What follows belongs to an exercise in optimizing a design on an open flow for small area; a production flow would make more cautious choices.
Function was checked by simulation only, so behaviour that the tests miss may differ from the original.
Power figures rest on the tool's default switching activity, not on a simulated workload. No driver is modelled on the clock port, so clocking that relies on it looks cheaper here than on a real chip.

==> flow/design.v <==
`timescale 1ns / 1ps
module filter_mod #(
    parameter WIDTH = 8,
    parameter DEPTH = 64,
    parameter LINE_BITS = 10,
    parameter ROWS = 48,
    parameter COLS = 64
)
(
    input clk,
    input reset,
    input [WIDTH-1:0] r_data_in,
    input [WIDTH-1:0] g_data_in,
    input [WIDTH-1:0] b_data_in,
    input data_in_done,
    output [WIDTH-1:0] r_data_out,
    output [WIDTH-1:0] g_data_out,
    output [WIDTH-1:0] b_data_out,
    output data_out_done
);
localparam TAPS = 2 * COLS;
reg [3*WIDTH-1:0] hist [0:TAPS-1];
wire [3*WIDTH-1:0] pix_in = {r_data_in, g_data_in, b_data_in};
integer k;
always @(posedge clk) begin
    hist[0] <= pix_in;
    for (k = 1; k < TAPS; k = k + 1)
        hist[k] <= hist[k-1];
end
reg [5:0] col;       
reg [5:0] row;       
always @(posedge clk) begin
    if (reset) begin
        col <= 6'd0;
        row <= 6'd62;
    end else if (data_in_done) begin
        col <= col + 6'd1;
        if (col == 6'd0)
            row <= (row == ROWS-1) ? 6'd0 : row + 6'd1;
    end
end
wire run = ~(row[5] & row[4]);    
wire top_row = (row == 6'd0);
wire bot_row = (row == ROWS-1);
wire lft_col = (col == 6'd1);    
wire rgt_col = (col == 6'd0);    
wire [3*WIDTH-1:0] p_below  = pix_in;
wire [3*WIDTH-1:0] p_right  = hist[COLS-2];
wire [3*WIDTH-1:0] p_centre = hist[COLS-1];
wire [3*WIDTH-1:0] p_left   = hist[COLS];
wire [3*WIDTH-1:0] p_above  = hist[TAPS-1];
function [WIDTH-1:0] sharpen;
    input [WIDTH-1:0] c, l, r, a, b;
    reg [11:0] s;    
    begin
        s = {2'b00, c, 2'b00} + {4'b0000, c}
          - {4'b0000, l} - {4'b0000, r}
          - {4'b0000, a} - {4'b0000, b};
        if (s[11])
            sharpen = {WIDTH{1'b0}};
        else if (s[10:8] != 3'b000)
            sharpen = {WIDTH{1'b1}};
        else
            sharpen = s[7:0];
    end
endfunction
genvar ch;
generate
    for (ch = 0; ch < 3; ch = ch + 1) begin : chan
        wire [WIDTH-1:0] c = p_centre[ch*WIDTH +: WIDTH];
        wire [WIDTH-1:0] l = lft_col ? {WIDTH{1'b0}} : p_left[ch*WIDTH +: WIDTH];
        wire [WIDTH-1:0] r = rgt_col ? {WIDTH{1'b0}} : p_right[ch*WIDTH +: WIDTH];
        wire [WIDTH-1:0] a = top_row ? {WIDTH{1'b0}} : p_above[ch*WIDTH +: WIDTH];
        wire [WIDTH-1:0] b = bot_row ? {WIDTH{1'b0}} : p_below[ch*WIDTH +: WIDTH];
        wire [WIDTH-1:0] y = sharpen(c, l, r, a, b);
    end
endgenerate
reg [WIDTH-1:0] r_q, g_q, b_q;
reg done_q;
always @(posedge clk) begin
    r_q <= chan[0].y;
    g_q <= chan[1].y;
    b_q <= chan[2].y;
end
always @(posedge clk) begin
    if (reset)
        done_q <= 1'b0;
    else
        done_q <= data_in_done & run;
end
assign r_data_out = r_q;
assign g_data_out = g_q;
assign b_data_out = b_q;
assign data_out_done = done_q;
endmodule
clock: 6.0 ns
lec_check: 0
cap_margin: 20
core_margin: 2
core_utilization: 60
setup_slack_margin: 0.3
slew_margin: 20
standard.sh (not shown) runs the stock make flow with config.mk's settings and CLKGATE_MAP_FILE= SYNTH_SCRIPT=/design/flow/synth_recipe.tcl, a recipe that flattens the netlist after the stock synthesis.
==> flow/flow/run.sh <==
#!/bin/bash
# The standard layout with three changes that leave every register as the standard
# synthesis makes it:
#  - carry lookahead mapped with Yosys's own Brent-Kung $lcu instead of Kogge-Stone
#    (SYNTH_OPERATIONS_ARGS set, so synth.tcl adds no -extra-map),
#  - redundant inverters between full adders removed from the synthesised netlist
#    (flow/invpush.py: a full adder is self-dual),
#  - small port buffers, and clock tree synthesis without dummy loads.
# Each step's output goes to a log file of its own in this folder.
set -euo pipefail
export BUFFER_PORTS_ARGS="-buffer_cell sky130_fd_sc_hd__buf_1"
export CTS_ARGS="-sink_clustering_enable -repair_clock_nets -dont_use_dummy_load -root_buf sky130_fd_sc_hd__clkbuf_16 -tree_buf sky130_fd_sc_hd__clkbuf_8 -sink_clustering_buffer sky130_fd_sc_hd__clkbuf_16 -sink_clustering_size 36 -sink_clustering_max_diameter 80"
export SYNTH_OPERATIONS_ARGS="-nofsm"
RES=orfs/results/sky130hd/filter_mod/base
bash standard.sh synth > flow_synth.log 2>&1
cp $RES/1_2_yosys.v 1_2_yosys.orig.v
python3 flow/invpush.py 1_2_yosys.orig.v $RES/1_2_yosys.v > flow_invpush.log 2>&1
rm -f $RES/1_synth.odb $RES/1_synth.sdc
bash standard.sh finish > flow_finish.log 2>&1
Other scripts of this flow, unchanged in this note and not shown: flow/flow/invpush.py
Next try:
Settings changed: CORE_UTILIZATION 60 to 50.
What happened: The changed run finished with timing, DRC and antenna clean; total power stays flat; worst setup slack got worse by 58 ps; critical path depth does not change; routed wire length came out lower by a few percent; synthesized cell count does not change; count of clock-buffer cells in the layout came out higher by 2; worst hold slack stays flat; first-iteration DRC count came out higher by about a fifth; flip-flop and latch count stays the same.
Next try:
--- a/flow/flow/run.sh
+++ b/flow/flow/run.sh
@@ -10,5 +10,5 @@
 set -euo pipefail
 export BUFFER_PORTS_ARGS="-buffer_cell sky130_fd_sc_hd__buf_1"
-export CTS_ARGS="-sink_clustering_enable -repair_clock_nets -dont_use_dummy_load -root_buf sky130_fd_sc_hd__clkbuf_16 -tree_buf sky130_fd_sc_hd__clkbuf_8 -sink_clustering_buffer sky130_fd_sc_hd__clkbuf_16 -sink_clustering_size 36 -sink_clustering_max_diameter 80"
+export CTS_ARGS="-sink_clustering_enable -repair_clock_nets -dont_use_dummy_load -root_buf sky130_fd_sc_hd__clkbuf_16 -tree_buf sky130_fd_sc_hd__clkbuf_8 -sink_clustering_buffer sky130_fd_sc_hd__clkbuf_16 -sink_clustering_size 36 -sink_clustering_max_diameter 100"
 export SYNTH_OPERATIONS_ARGS="-nofsm"
 RES=orfs/results/sky130hd/filter_mod/base
Settings changed: CORE_UTILIZATION 50 to 60.
=>
- The changed run finished clean
- total power is lower by about 0.3%
- cell count decreases by 4.9%
- wire length increases by about 2.4%
- clock skew barely changes
- design area drops by 0.57%
Next try:
--- a/flow/flow/run.sh
+++ b/flow/flow/run.sh
@@ -10,5 +10,5 @@
 set -euo pipefail
 export BUFFER_PORTS_ARGS="-buffer_cell sky130_fd_sc_hd__buf_1"
-export CTS_ARGS="-sink_clustering_enable -repair_clock_nets -dont_use_dummy_load -root_buf sky130_fd_sc_hd__clkbuf_16 -tree_buf sky130_fd_sc_hd__clkbuf_8 -sink_clustering_buffer sky130_fd_sc_hd__clkbuf_16 -sink_clustering_size 36 -sink_clustering_max_diameter 100"
+export CTS_ARGS="-sink_clustering_enable -repair_clock_nets -dont_use_dummy_load -root_buf sky130_fd_sc_hd__clkbuf_16 -tree_buf sky130_fd_sc_hd__clkbuf_8 -sink_clustering_buffer sky130_fd_sc_hd__clkbuf_16 -sink_clustering_size 32 -sink_clustering_max_diameter 70"
 export SYNTH_OPERATIONS_ARGS="-nofsm"
 RES=orfs/results/sky130hd/filter_mod/base
=>
- setup slack is better by 80 ps
- via count climbs by 0.73%
- global-route usage is about the same
Next try:
--- a/flow/flow/run.sh
+++ b/flow/flow/run.sh
@@ -10,5 +10,5 @@
 set -euo pipefail
 export BUFFER_PORTS_ARGS="-buffer_cell sky130_fd_sc_hd__buf_1"
-export CTS_ARGS="-sink_clustering_enable -repair_clock_nets -dont_use_dummy_load -root_buf sky130_fd_sc_hd__clkbuf_16 -tree_buf sky130_fd_sc_hd__clkbuf_8 -sink_clustering_buffer sky130_fd_sc_hd__clkbuf_16 -sink_clustering_size 32 -sink_clustering_max_diameter 70"
+export CTS_ARGS="-sink_clustering_enable -repair_clock_nets -buf_list {sky130_fd_sc_hd__clkbuf_8 sky130_fd_sc_hd__clkbuf_16} -dont_use_dummy_load -root_buf sky130_fd_sc_hd__clkbuf_16 -tree_buf sky130_fd_sc_hd__clkbuf_8 -sink_clustering_buffer sky130_fd_sc_hd__clkbuf_16 -sink_clustering_size 36 -sink_clustering_max_diameter 80"
 export SYNTH_OPERATIONS_ARGS="-nofsm"
 RES=orfs/results/sky130hd/filter_mod/base
Outcome:
- fmax goes down by about 0.6%
- power goes down by 1.7%
- synthesized cell count does not change

RTL: the design.v shown in full above, as it stands there.
export LEC_CHECK = 0
export CAP_MARGIN = 20
export CORE_MARGIN = 2
export CORE_UTILIZATION = 60
export SETUP_SLACK_MARGIN = 0.1
export SLEW_MARGIN = 20
create_clock -name core_clock -period 6.0 [get_ports {clk}]
==> flow/flow/run.sh <==
#!/bin/bash
# The standard layout with three changes that leave every register as the standard
# synthesis makes it:
#  - carry lookahead mapped with Yosys's own Brent-Kung $lcu instead of Kogge-Stone
#    (SYNTH_OPERATIONS_ARGS set, so synth.tcl adds no -extra-map),
#  - redundant inverters between full adders removed from the synthesised netlist
#    (flow/invpush.py: a full adder is self-dual),
#  - small port buffers, and clock tree synthesis without dummy loads.
# Each step's output goes to a log file of its own in this folder.
set -euo pipefail
export BUFFER_PORTS_ARGS="-buffer_cell sky130_fd_sc_hd__buf_1"
export CTS_ARGS="-sink_clustering_enable -repair_clock_nets -dont_use_dummy_load -root_buf sky130_fd_sc_hd__clkbuf_16 -tree_buf sky130_fd_sc_hd__clkbuf_8 -sink_clustering_buffer sky130_fd_sc_hd__clkbuf_16 -sink_clustering_size 36 -sink_clustering_max_diameter 80"
export SYNTH_OPERATIONS_ARGS="-nofsm"
RES=orfs/results/sky130hd/filter_mod/base
bash standard.sh synth > flow_synth.log 2>&1
cp $RES/1_2_yosys.v 1_2_yosys.orig.v
python3 flow/invpush.py 1_2_yosys.orig.v $RES/1_2_yosys.v > flow_invpush.log 2>&1
rm -f $RES/1_synth.odb $RES/1_synth.sdc
bash standard.sh finish > flow_finish.log 2>&1
Other scripts of this flow, unchanged in this note and not shown: flow/flow/invpush.py
Rerun with:
--- a/flow/flow/run.sh
+++ b/flow/flow/run.sh
@@ -12 +12 @@
-export CTS_ARGS="-sink_clustering_enable -repair_clock_nets -dont_use_dummy_load -root_buf sky130_fd_sc_hd__clkbuf_16 -tree_buf sky130_fd_sc_hd__clkbuf_8 -sink_clustering_buffer sky130_fd_sc_hd__clkbuf_16 -sink_clustering_size 36 -sink_clustering_max_diameter 80"
+export CTS_ARGS="-sink_clustering_enable -repair_clock_nets -dont_use_dummy_load -root_buf sky130_fd_sc_hd__clkbuf_16 -tree_buf sky130_fd_sc_hd__clkbuf_8 -sink_clustering_buffer sky130_fd_sc_hd__clkbuf_16 -sink_clustering_size 38 -sink_clustering_max_diameter 60"
- SETUP_SLACK_MARGIN: 0.1 -> 0.3
Outcome: Wire length goes up by 0.79%; global-route usage goes up by 0.27 points; final area grows by about 1%; synthesized area stays the same.

Setup of run 1:
filter_mod, a different RTL version from the one above (not shown whole).
Size in the first run: ~3100 flip-flops, ~52 I/O pins, roughly 67000 µm² of cells after synthesis.
// filter_mod
module filter_mod #(
    parameter WIDTH = 8,
    parameter DEPTH = 64,
    parameter LINE_BITS = 10,
    parameter ROWS = 48,
    parameter COLS = 64
)
(
    input clk,
    input reset,
    input [WIDTH-1:0] r_data_in,
    input [WIDTH-1:0] g_data_in,
    input [WIDTH-1:0] b_data_in,
    input data_in_done,
    output [WIDTH-1:0] r_data_out,
    output [WIDTH-1:0] g_data_out,
    output [WIDTH-1:0] b_data_out,
    output data_out_done
);
export LEC_CHECK = 0
export CAP_MARGIN = 20
export CORE_MARGIN = 2
export CORE_UTILIZATION = 85
export PLACE_DENSITY = 0.9
export SLEW_MARGIN = 20
create_clock -name core_clock -period 6.0 [get_ports {clk}]
==> flow/flow/run.sh <==
#!/bin/bash
# The standard layout, with clock tree synthesis told not to add dummy loads.
set -euo pipefail
export CTS_ARGS="-sink_clustering_enable -repair_clock_nets -dont_use_dummy_load -sink_clustering_size 30 -sink_clustering_max_diameter 50"
bash standard.sh > standard_flow.log 2>&1
detailed placement (3_5_place_dp): run 1 exited with error
> inputs changed (run 1 -> run 2)
Settings: an added ABC_AREA of 1; a change of PLACE_DENSITY from 0.9 to 0.8; a change of CORE_UTILIZATION from 85 to 70.
Notes after the runs:
Per the comparison of run 2 with run 1, net count of the mapped netlist saw an increase, number of cells produced by synthesis saw an increase, fraction of the mapped netlist area in compound gates saw a decrease, xor and xnor area share after synthesis saw a decrease, fraction of synthesis flops using an asynchronous set or reset pin saw little to no change.
Count of buffers from port buffering came out exactly the same in run 1 and run 2.
Sequential fraction of the synthesis area: run 2 vs run 1 down 0.79 points
Of run 1 and run 2, run 2 shows the lower starting utilization of the core area, with run 1 above it.
Run 2 reached the end of the flow, and the finished layout is clean on the timing, design-rule and antenna checks.
Summary: with run 1 as the reference, area of the mapped netlist in run 2 moved up slightly.
I/O pin total came out exactly the same in run 1 and run 2.
On simple-gate share of the synthesized area, the higher figure sits with run 2, not run 1.
The inputs of run 3 differ from those of run 2 as listed below.
Settings: an added CTS_CLUSTER_SIZE of 30; an added CTS_CLUSTER_DIAMETER of 50.
==> flow/run.sh (new file) <==
#!/bin/bash
# synth_recipe.tcl (not shown) runs the flow's synth.tcl, then flattens the netlist and writes it again
# the make line also repeats each setting of config.mk as NAME=value (left out here)
make -C /OpenROAD-flow-scripts/flow DESIGN_CONFIG=/design/flow/config.mk WORK_HOME=/design/flow/orfs CLKGATE_MAP_FILE= SYNTH_SCRIPT=/design/flow/synth_recipe.tcl finish
removed: flow/flow/run.sh
removed: flow/standard.sh
==> comparison <==
Re synthesized cell count: no difference whatsoever between run 2 and run 3. Run 3 -> run 2: number of primary I/O pins delta 0, exact match. Taking run 2 as the reference, in run 3 maximum frequency went down; half-perimeter wire length after placement now sits at about the same level.

## job 3583
filter_mod, a different RTL version from the one above (not shown whole).
For scale: roughly 3100 flip-flops, ~52 I/O pins.
==> flow/config.mk <==
export PLATFORM = sky130hd
export DESIGN_NAME = filter_mod
export DESIGN_NICKNAME = filter_mod
export VERILOG_FILES = /design/flow/design.v
export SDC_FILE = /design/flow/constraint.sdc
export NUM_CORES = 4
export LEC_CHECK = 0
export CAP_MARGIN = 20
export CORE_MARGIN = 2
export CORE_UTILIZATION = 75
export PLACE_DENSITY = 0.85
export SETUP_SLACK_MARGIN = 0.4
export SLEW_MARGIN = 20
==> flow/constraint.sdc <==
create_clock -name core_clock -period 6.0 [get_ports {clk}]
set_input_delay 1.2000 -clock core_clock [delete_from_list [all_inputs] [get_ports {clk}]]
set_output_delay 1.2000 -clock core_clock [all_outputs]
set_load 0.01 [all_outputs]
==> flow/flow/run.sh <==
#!/bin/bash
# The standard layout, with small port buffers, smaller clock tree buffers above the
# leaves and no CTS dummy loads.
set -euo pipefail
export BUFFER_PORTS_ARGS="-buffer_cell sky130_fd_sc_hd__buf_1"
export CTS_ARGS="-sink_clustering_enable -repair_clock_nets -dont_use_dummy_load -root_buf sky130_fd_sc_hd__clkbuf_16 -tree_buf sky130_fd_sc_hd__clkbuf_8 -sink_clustering_buffer sky130_fd_sc_hd__clkbuf_16 -sink_clustering_size 30 -sink_clustering_max_diameter 40"
bash standard.sh > standard_flow.log 2>&1
global routing: job 3583 exited with error
--- input diff job 3583..job 8312 ---
==> flow/flow/run.sh <==
#!/bin/bash
# The standard layout, with small port buffers and no CTS dummy loads.
set -euo pipefail
export BUFFER_PORTS_ARGS="-buffer_cell sky130_fd_sc_hd__buf_1"
export CTS_ARGS="-sink_clustering_enable -repair_clock_nets -dont_use_dummy_load -sink_clustering_size 30 -sink_clustering_max_diameter 50"
bash standard.sh > standard_flow.log 2>&1
diff --git a/flow/config.mk b/flow/config.mk
--- a/flow/config.mk
+++ b/flow/config.mk
@@ -10,4 +10,3 @@
 export CORE_UTILIZATION = 75
 export PLACE_DENSITY = 0.85
-export SETUP_SLACK_MARGIN = 0.4
 export SLEW_MARGIN = 20
- In job 8312 the implementation ran to completion but is not tape-out ready, as the final checks report setup timing.
- Area fraction in and, or, nand and nor cells after synthesis came out exactly the same in job 8312 and job 3583.
- TritonCTS buffer count was higher in the run labelled job 3583.
- Largest buffer count on any clock path of job 8312 is on par with job 3583.
- Reported for job 8312 and job 3583, mux share of post-synthesis cell area turned out identical to the last digit.
- Diff job 8312..job 3583 | number of placement rows | unchanged
- Going from job 3583 to job 8312, post-synth design cell area stayed essentially flat; HPWL after detailed placement stayed essentially flat.
Relative to job 8312, the following input files were edited for job 7708:
==> flow/flow/run.sh <==
#!/bin/bash
# The standard layout, with small port buffers, smaller clock tree buffers above the
# leaves and no CTS dummy loads.
set -euo pipefail
export BUFFER_PORTS_ARGS="-buffer_cell sky130_fd_sc_hd__buf_1"
export CTS_ARGS="-sink_clustering_enable -repair_clock_nets -dont_use_dummy_load -root_buf sky130_fd_sc_hd__clkbuf_16 -tree_buf sky130_fd_sc_hd__clkbuf_8 -sink_clustering_buffer sky130_fd_sc_hd__clkbuf_16 -sink_clustering_size 30 -sink_clustering_max_diameter 40"
bash standard.sh > standard_flow.log 2>&1
diff --git a/flow/config.mk b/flow/config.mk
--- a/flow/config.mk
+++ b/flow/config.mk
@@ -8,5 +8,5 @@
 export CAP_MARGIN = 20
 export CORE_MARGIN = 2
-export CORE_UTILIZATION = 75
-export PLACE_DENSITY = 0.85
+export CORE_UTILIZATION = 55
+export SETUP_SLACK_MARGIN = 0.4
 export SLEW_MARGIN = 20
Findings:
- Job 7708 was carried through to the last stage, and its layout satisfied the timing, design-rule and antenna checks.
- Summary of job 7708 over job 8312: length of the first detailed-routing pass in iterations went down; wire length went down; area taken by flip-flops and latches did not really move; die width went up; total of endpoints with negative setup slack in the final report went down.

-- separate check: timing with driven ports --
Ports are ideal in the flow. The routed layouts listed here were re-timed in OpenROAD.
Step 1 sets driving cells, clkbuf_16 on the clock port and buf_2 on the other inputs (assumed; they add their load-dependent delay and slew).
Step 2 moves the port delays by t, midway between the first and last clock arrival at a register: inputs arrive t later, outputs are due t later. That takes back most of the time a late clock gives input paths.
Three values: ideal, step 1, step 2; two values: the first two.
| run | shift t [ns] | setup WS [ns] | latest minus earliest clock arrival (ns) | slew at the worst register clock pin (ns) |
|---|---|---|---|---|
| the first run of note 1 | 0.740 | 0.697 / 0.697 / 0.508 | 0.100 / 0.100 | 0.12 / 0.12 |
| the second run of note 1 | 0.758 | 0.640 / 0.640 / 0.586 | 0.135 / 0.135 | 0.12 / 0.12 |
| the third run of note 1 | 0.729 | 0.648 / 0.648 / 0.505 | 0.108 / 0.109 | 0.12 / 0.12 |
| the fourth run of note 1 | 0.750 | 0.728 / 0.728 / 0.545 | 0.088 / 0.087 | 0.11 / 0.11 |
| the fifth run of note 1 | 0.740 | 0.697 / 0.697 / 0.508 | 0.100 / 0.100 | 0.12 / 0.12 |
| the first run of note 2 | 0.740 | 0.702 / 0.702 / 0.509 | 0.100 / 0.100 | 0.12 / 0.12 |
| the second run of note 2 | 0.764 | 0.693 / 0.693 / 0.515 | 0.141 / 0.140 | 0.12 / 0.12 |
| run 2 | 0.802 | 0.539 / 0.539 / 0.487 | 0.093 / 0.094 | 0.11 / 0.11 |
| run 3 | 0.839 | 0.395 / 0.395 / 0.395 | 0.053 / 0.053 | 0.11 / 0.11 |
| job 8312 | 0.816 | -0.247 / -0.247 / -0.881 | 0.107 / 0.106 | 0.12 / 0.12 |
| job 7708 | 0.869 | 1.309 / 1.309 / 0.909 | 0.105 / 0.105 | 0.10 / 0.10 |
The setup slack of job 8312, which loses most, moves by 0.000 ns with the drivers and by -0.634 ns with both steps.
